This is an optimization exercise on Yosys and OpenROAD, whose aim is small area, a short achievable clock period and few clock cycles per item, not a production implementation. At most, simulation tests tie the RTL to the original design; equivalence was not proved.

==> trial 83 <==
==> flow/design.v (excerpt) <==
module fir_1(
    input clk,
    input reset_p,
    input [15:0]x,
    input act,
    output reg [15:0]y,
    output ready
    );
==> flow/config.mk <==
export PLATFORM = sky130hd
export DESIGN_NAME = fir_1
export DESIGN_NICKNAME = fir_1
export VERILOG_FILES = /design/flow/design.v
export SDC_FILE = /design/flow/constraint.sdc
export NUM_CORES = 4
export LEC_CHECK = 0
export ABC_AREA = 1
export CAP_MARGIN = 20
export CORE_MARGIN = 2
export CORE_UTILIZATION = 40
export CTS_BUF_LIST = sky130_fd_sc_hd__clkbuf_16
export CTS_CLUSTER_DIAMETER = 150
export CTS_CLUSTER_SIZE = 20
export SLEW_MARGIN = 20
export SYNTH_HIERARCHICAL = 1
export SYNTH_MINIMUM_KEEP_SIZE = 0
==> flow/constraint.sdc <==
create_clock -name core_clock -period 10.0 [get_ports {clk}]
set_input_delay 2.0000 -clock core_clock [delete_from_list [all_inputs] [get_ports {clk}]]
set_output_delay 2.0000 -clock core_clock [all_outputs]
set_load 0.01 [all_outputs]
standard.sh (not shown) runs the stock make flow with config.mk's settings and CLKGATE_MAP_FILE= SYNTH_SCRIPT=/design/flow/synth_recipe.tcl, a recipe that flattens the netlist after the stock synthesis.
==> flow/flow/run.sh <==
#!/bin/bash
set -euo pipefail
bash standard.sh SETUP_SLACK_MARGIN=5.6 finish > standard.log 2>&1
==> trial 34: changes against trial 83 <==
==> flow/flow/run.sh (replaced) <==
#!/bin/bash
set -euo pipefail
bash standard.sh SETUP_SLACK_MARGIN=6.0 finish > standard.log 2>&1
==> qor summary <==
| item | trial 34 | trial 83 |
|---|---|---|
| Outcome | finished clean | finished clean |
| Layout cell share with drive strength beyond 1 | 24.34% | 14.07% |
| Initial antenna violation count | 0 | 1 |
| Storage element area | 7750 sq um | 7725 sq um |
| Total number of vias | 17570 | 17220 |
| Met3 GRT Util | 3.169% | 4.392% |
| Wl on met1 | 32.13 mm | 30.82 mm |
| Worst slew pin tran | 1.230 ns | 1.036 ns |
| Vias in the first global route | 19110 | 19160 |
| Post-Place Cells | 3367 | 3368 |
| Worst slack at placement | 4.473 ns | 4.205 ns |
| Total met3 wirelength after detailed routing | 3.639 mm | 4.179 mm |
| Clock Latency Late Sink | 0.56 ns | 0.57 ns |
| Post-placement cell area | 27420 sq um | 27120 sq um |
| Pin count of the biggest net entering global routing | 213 | 153 |
| Number of non-filler instances in the completed layout | 3546 | 3484 |
| Worst Path Buf+Inv | 1 | 4 |
| Wirelength, routed | 72.16 mm | 71.24 mm |
No run of this note included a check of the RTL's function; only the layout flow was run.


==> run G <==
fir_1, a different RTL version from the one above (not shown whole).
clock: 10.0 ns
lec_check: 0
cap_margin: 20
core_margin: 2
core_utilization: 40
setup_slack_margin: 3
slew_margin: 20
synth_hierarchical: 1
synth_minimum_keep_size: 0
run.sh (not shown) runs the stock make flow with config.mk's settings and CLKGATE_MAP_FILE= SYNTH_SCRIPT=/design/flow/synth_recipe.tcl, a recipe that flattens the netlist after the stock synthesis.
Stock flow here: none of the scripts above is used.
==> run A (differences from run G) <==
--- a/flow/config.mk
+++ b/flow/config.mk
@@ -9,6 +9,3 @@
 export CORE_MARGIN = 2
 export CORE_UTILIZATION = 40
-export SETUP_SLACK_MARGIN = 3
 export SLEW_MARGIN = 20
-export SYNTH_HIERARCHICAL = 1
-export SYNTH_MINIMUM_KEEP_SIZE = 0
==> run K (differences from run G) <==
--- a/flow/config.mk
+++ b/flow/config.mk
@@ -9,5 +9,5 @@
 export CORE_MARGIN = 2
 export CORE_UTILIZATION = 40
-export SETUP_SLACK_MARGIN = 3
+export SETUP_SLACK_MARGIN = 5
 export SLEW_MARGIN = 20
 export SYNTH_HIERARCHICAL = 1
==> flow_summary_export.csv <==
group,metric,value,unit
status,run_status,"finished clean",
critical_path,crit-reg2reg-launch,"h3[7]",
placed_design,place.detailed.hpwl,46800,um
critical_path,series_of_cell_instances_along_the_critical_path,"clkdlybuf4s50_1 -> inv_1 -> fa_1 -> inv_1 -> fa_1 -> inv_1 -> ha_1 -> a21oi_1 -> o221ai_1 -> a31oi_1 -> nor2_1 -> a211oi_1 -> xnor2_1 -> mux2_2",
synthesis,yosys.cell_count.top_type,"sky130_fd_sc_hd__fa_1",
sta,rsz0062_at_grt,"false",
synthesis,post_synth_fa_ha_maj_area_fraction,46.8,%
placed_design,dpl.cell_count,2460,
global_route,global_route_met1_usage,29.5,%
floorplanning,design.die.area,59900,um^2
cells_and_area,final_common_cell,"sky130_fd_sc_hd__fa_1",
floorplanning,taps,765,
synthesis,netlist_top_cells_count,"sky130_fd_sc_hd__fa_1 (484), sky130_fd_sc_hd__dfrtp_1 (238), sky130_fd_sc_hd__mux2_2 (209), sky130_fd_sc_hd__inv_1 (158), sky130_fd_sc_hd__ha_1 (94)",
(the above is from run G)
==> flow_summary_export.csv <==
group,metric,value,unit
status,run_status,"finished clean",
synthesis,post_synth_fa_ha_maj_area_fraction,44.4,%
sta,rsz0062_at_grt,"false",
synthesis,yosys.cell_count.top_type,"sky130_fd_sc_hd__inv_1",
critical_path,crit-reg2reg-launch,"h3[1]",
cells_and_area,final_common_cell,"sky130_fd_sc_hd__inv_1",
placed_design,place.detailed.hpwl,50400,um
(the above is from run A)
==> flow_summary_export.csv <==
group,metric,value,unit
status,run_status,"finished clean",
critical_path,crit-reg2reg-launch,"h3[5]",
placed_design,dpl.cell_count,2461,
floorplanning,design.die.area,59900,um^2
sta,rsz0062_at_grt,"true",
global_route,global_route_met1_usage,29.8,%
placed_design,place.detailed.hpwl,47000,um
cells_and_area,final_common_cell,"sky130_fd_sc_hd__fa_1",
synthesis,yosys.cell_count.top_type,"sky130_fd_sc_hd__fa_1",
synthesis,post_synth_fa_ha_maj_area_fraction,46.8,%
critical_path,series_of_cell_instances_along_the_critical_path,"fa_1 -> fa_2 -> fa_2 -> fa_1 -> fa_1 -> fa_1 -> inv_2 -> fa_1 -> inv_1 -> ha_2 -> fa_2 -> fa_1 -> nand2_1 -> o21ai_0",
(the above is from run K)
No functional check of the RTL was part of any run of this note.


==> inputs of 07-10 <==
fir_1, a different RTL version from the one above (not shown whole).
clock: 10.0 ns
lec_check: 0
abc_area: 1
cap_margin: 20
core_margin: 2
core_utilization: 40
setup_slack_margin: 5
slew_margin: 20
synth_hierarchical: 1
synth_minimum_keep_size: 0
==> 02-23 (differences from 07-10) <==
Settings changed: CTS_CLUSTER_DIAMETER set to 80, CTS_CLUSTER_SIZE set to 30.
==> comparison <==
In die area, 07-10 and 02-23 do not differ. Between 07-10 and 02-23, the lower maximum frequency is in 02-23 (gap about 0.54%, measured against 02-23). In area after synthesis, 02-23 and 07-10 do not differ. Against 02-23, the clock-buffer cell count of 07-10 is higher by 30. In 02-23 the worst hold slack is better than in 07-10, by 5.9 ps. Critical path depth is the same in 02-23 and 07-10. Synthesized cell count is the same in 07-10 and 02-23.
==> figures <==
| item | 02-23 | 07-10 |
|---|---|---|
| Fraction of standard cell area in multi-input logic | 59.3% | 58.4% |
| Worst Min Path Start | rs[16]$_DFFE_PP1P_ | rs[29]$_DFFE_PP1P_ |
| Routed wire length on met2 | 30.8 mm | 30.8 mm |
| Vias in the first global route | 17615 | 17723 |
| Post-detailed-routing wire length | 63.8 mm | 64.1 mm |
| Final setup slack of the worst path | 5140 ps | 5170 ps |
| Clock period minus worst slack | 4860 ps | 4830 ps |
| Terminus of the critical flop-to-flop path | y[14]$_DFFE_PP0P_ | y[6]$_DFFE_PP0P_ |
| Slowest Stage Delay on Critical Path | 510 ps | 500 ps |
| Met3 track demand over resource in global routing | 2.42% | 2.73% |
| Share of post-route cells with drive strength above 1 | 8.17% | 8.21% |
| Outcome | finished clean | finished clean |
| Flop2flop setup slack | 5140 ps | 5170 ps |
| Routed metal-1 wire length | 28.7 mm | 28.8 mm |
| Hold Crit Endpoint | rs[16]$_DFFE_PP1P_ | rs[29]$_DFFE_PP1P_ |
| R2r startpoint | p1[7]$_DFFE_PP0P_ | p1[6]$_DFFE_PP0P_ |
| Fraction of area in registers | 26.6% | 26.4% |
| Fraction of met2 tracks used by global routing | 35.8% | 36.0% |
Testbench counts of 07-10, summed over its fixed seeds: cycles 3,200, items 3,200.
Testbench counts of 02-23, summed over its fixed seeds: cycles 3,200, items 3,200.


==> indigo <==
Another version of the RTL of fir_1 (not shown whole).
Settings: LEC_CHECK=0, ABC_AREA=1, CAP_MARGIN=20, CORE_MARGIN=2, CORE_UTILIZATION=55, SETUP_SLACK_MARGIN=5, SLEW_MARGIN=20, SYNTH_HIERARCHICAL=1, SYNTH_MINIMUM_KEEP_SIZE=0; clock period 10.0 ns.
==> raven: changes against indigo <==
Settings changed: ABC_AREA 1 to not set, CORE_UTILIZATION 55 to 40, CTS_BUF_LIST set to sky130_fd_sc_hd__clkbuf_4 sky130_fd_sc_hd__clkbuf_8.
==> juniper: changes against indigo <==
==> flow/flow/run.sh (new file) <==
#!/bin/bash
set -euo pipefail
bash standard.sh SETUP_SLACK_MARGIN=6.5 finish > standard.log 2>&1
==> flow/standard.sh (new file) <==
#!/bin/bash
# synth_recipe.tcl (not shown) runs the flow's synth.tcl, then flattens the netlist and writes it again
# the make line also repeats each setting of config.mk as NAME=value (left out here)
make -C /OpenROAD-flow-scripts/flow DESIGN_CONFIG=/design/flow/config.mk WORK_HOME=/design/flow/orfs CLKGATE_MAP_FILE= SYNTH_SCRIPT=/design/flow/synth_recipe.tcl "${@:-finish}"
Settings changed: CORE_UTILIZATION 55 to 40, SETUP_SLACK_MARGIN 5 to not set.
removed: flow/run.sh
==> nickel: changes against indigo <==
Settings changed: ABC_AREA 1 to not set, CORE_UTILIZATION 55 to 40.
==> notes.md <==
The highest global-route usage belongs to indigo, the lowest to nickel. Synthesized area: nickel is lower than juniper (about 5.6%). Against nickel, the non-clock buffer count of indigo is lower by 8. nickel finished with timing, DRC and antenna clean. juniper completed with no timing, DRC or antenna violations. indigo completed without violations. raven produced a clean layout. Against nickel, the core utilization of indigo is higher by 16 points.
==> figures <==
| quantity | raven | nickel | indigo | juniper |
|---|---|---|---|---|
| Post-synthesis instance area | 23130 um^2 | 23130 um^2 | 24500 um^2 | 24500 um^2 |
| Basic-gate share of the synthesized area counting and, or, nand and nor cells | 0.03970 | 0.03970 | 0.1849 | 0.1849 |
| Core outline area | 57480 um^2 | 57480 um^2 | 44120 um^2 | 60470 um^2 |
| Clock tree root buffer cell | clkbuf_8 | clkbuf_16 | clkbuf_16 | clkbuf_16 |
| Pre-CTS worst setup slack | 3.505 ns | 3.505 ns | 4.070 ns | 4.231 ns |
| Combined area of the multi-input logic cells | 15490 um^2 | 15520 um^2 | 15810 um^2 | 16590 um^2 |
| Result of the run | timing/DRC/antenna clean | timing/DRC/antenna clean | timing/DRC/antenna clean | timing/DRC/antenna clean |
| Most common library cell in the layout ignoring fill and taps | fa_1 | fa_1 | nand2_1 | nand2_1 |
| Worst Path Required | 10.58 ns | 10.53 ns | 10.43 ns | 10.42 ns |
| Register Area | 7052 um^2 | 7049 um^2 | 7051 um^2 | 7158 um^2 |
| Min cycle time layout | 5.242 ns | 5.213 ns | 4.874 ns | 4.867 ns |
Testbench counts of indigo, summed over its fixed seeds: cycles 3,200, items 3,200.
Testbench counts of raven, summed over its fixed seeds: cycles 3,200, items 3,200.
Testbench counts of juniper, summed over its fixed seeds: cycles 3,200, items 3,200.
Testbench counts of nickel, summed over its fixed seeds: cycles 3,200, items 3,200.

## static timing again, ports no longer ideal
Ports are ideal in the flow. The routed layouts listed here were re-timed in OpenROAD.
Step 1 sets driving cells, clkbuf_16 on the clock port and buf_2 on the other inputs (assumed; they add their load-dependent delay and slew).
Step 2, shift: input delay + t, output delay - t, t = (earliest + latest rising clock arrival at the registers) / 2. This alone moves slack from input paths to output paths.
Slacks: no drivers / after step 1 / after step 2; pairs: no drivers / after step 1.
| run | t (ns) | setup slack, ns | hold WS [ns] | clock arrival spread, ns |
|---|---|---|---|---|
| trial 83 | 0.605 | 5.610 / 5.610 / 5.090 | 0.476 / 0.476 / 0.476 | 0.042 / 0.042 |
| trial 34 | 0.609 | 5.616 / 5.616 / 5.271 | 0.475 / 0.475 / 0.475 | 0.032 / 0.033 |
| run G | 0.644 | 4.012 / 4.045 / 3.401 | 0.470 / 0.470 / 0.470 | 0.019 / 0.020 |
| run A | 0.657 | 3.866 / 3.866 / 3.302 | 0.476 / 0.476 / 0.476 | 0.038 / 0.038 |
| run K | 0.647 | 4.699 / 4.699 / 4.124 | 0.488 / 0.488 / 0.488 | 0.037 / 0.037 |
| 07-10 | 0.617 | 5.168 / 5.168 / 4.705 | 0.469 / 0.469 / 0.469 | 0.016 / 0.016 |
| 02-23 | 0.620 | 5.141 / 5.141 / 4.700 | 0.475 / 0.475 / 0.475 | 0.028 / 0.028 |
| indigo | 0.611 | 5.126 / 5.153 / 4.552 | 0.477 / 0.477 / 0.477 | 0.034 / 0.035 |
| raven | 0.695 | 4.758 / 4.758 / 4.095 | 0.476 / 0.476 / 0.476 | 0.038 / 0.037 |
| juniper | 0.612 | 5.133 / 5.129 / 4.517 | 0.468 / 0.468 / 0.468 | 0.032 / 0.032 |
| nickel | 0.657 | 4.787 / 4.787 / 4.183 | 0.482 / 0.482 / 0.482 | 0.012 / 0.012 |
After both steps setup and hold are still met in every run listed. The setup slack of raven, which loses most, moves by 0.000 ns with the drivers and by -0.663 ns with both steps.
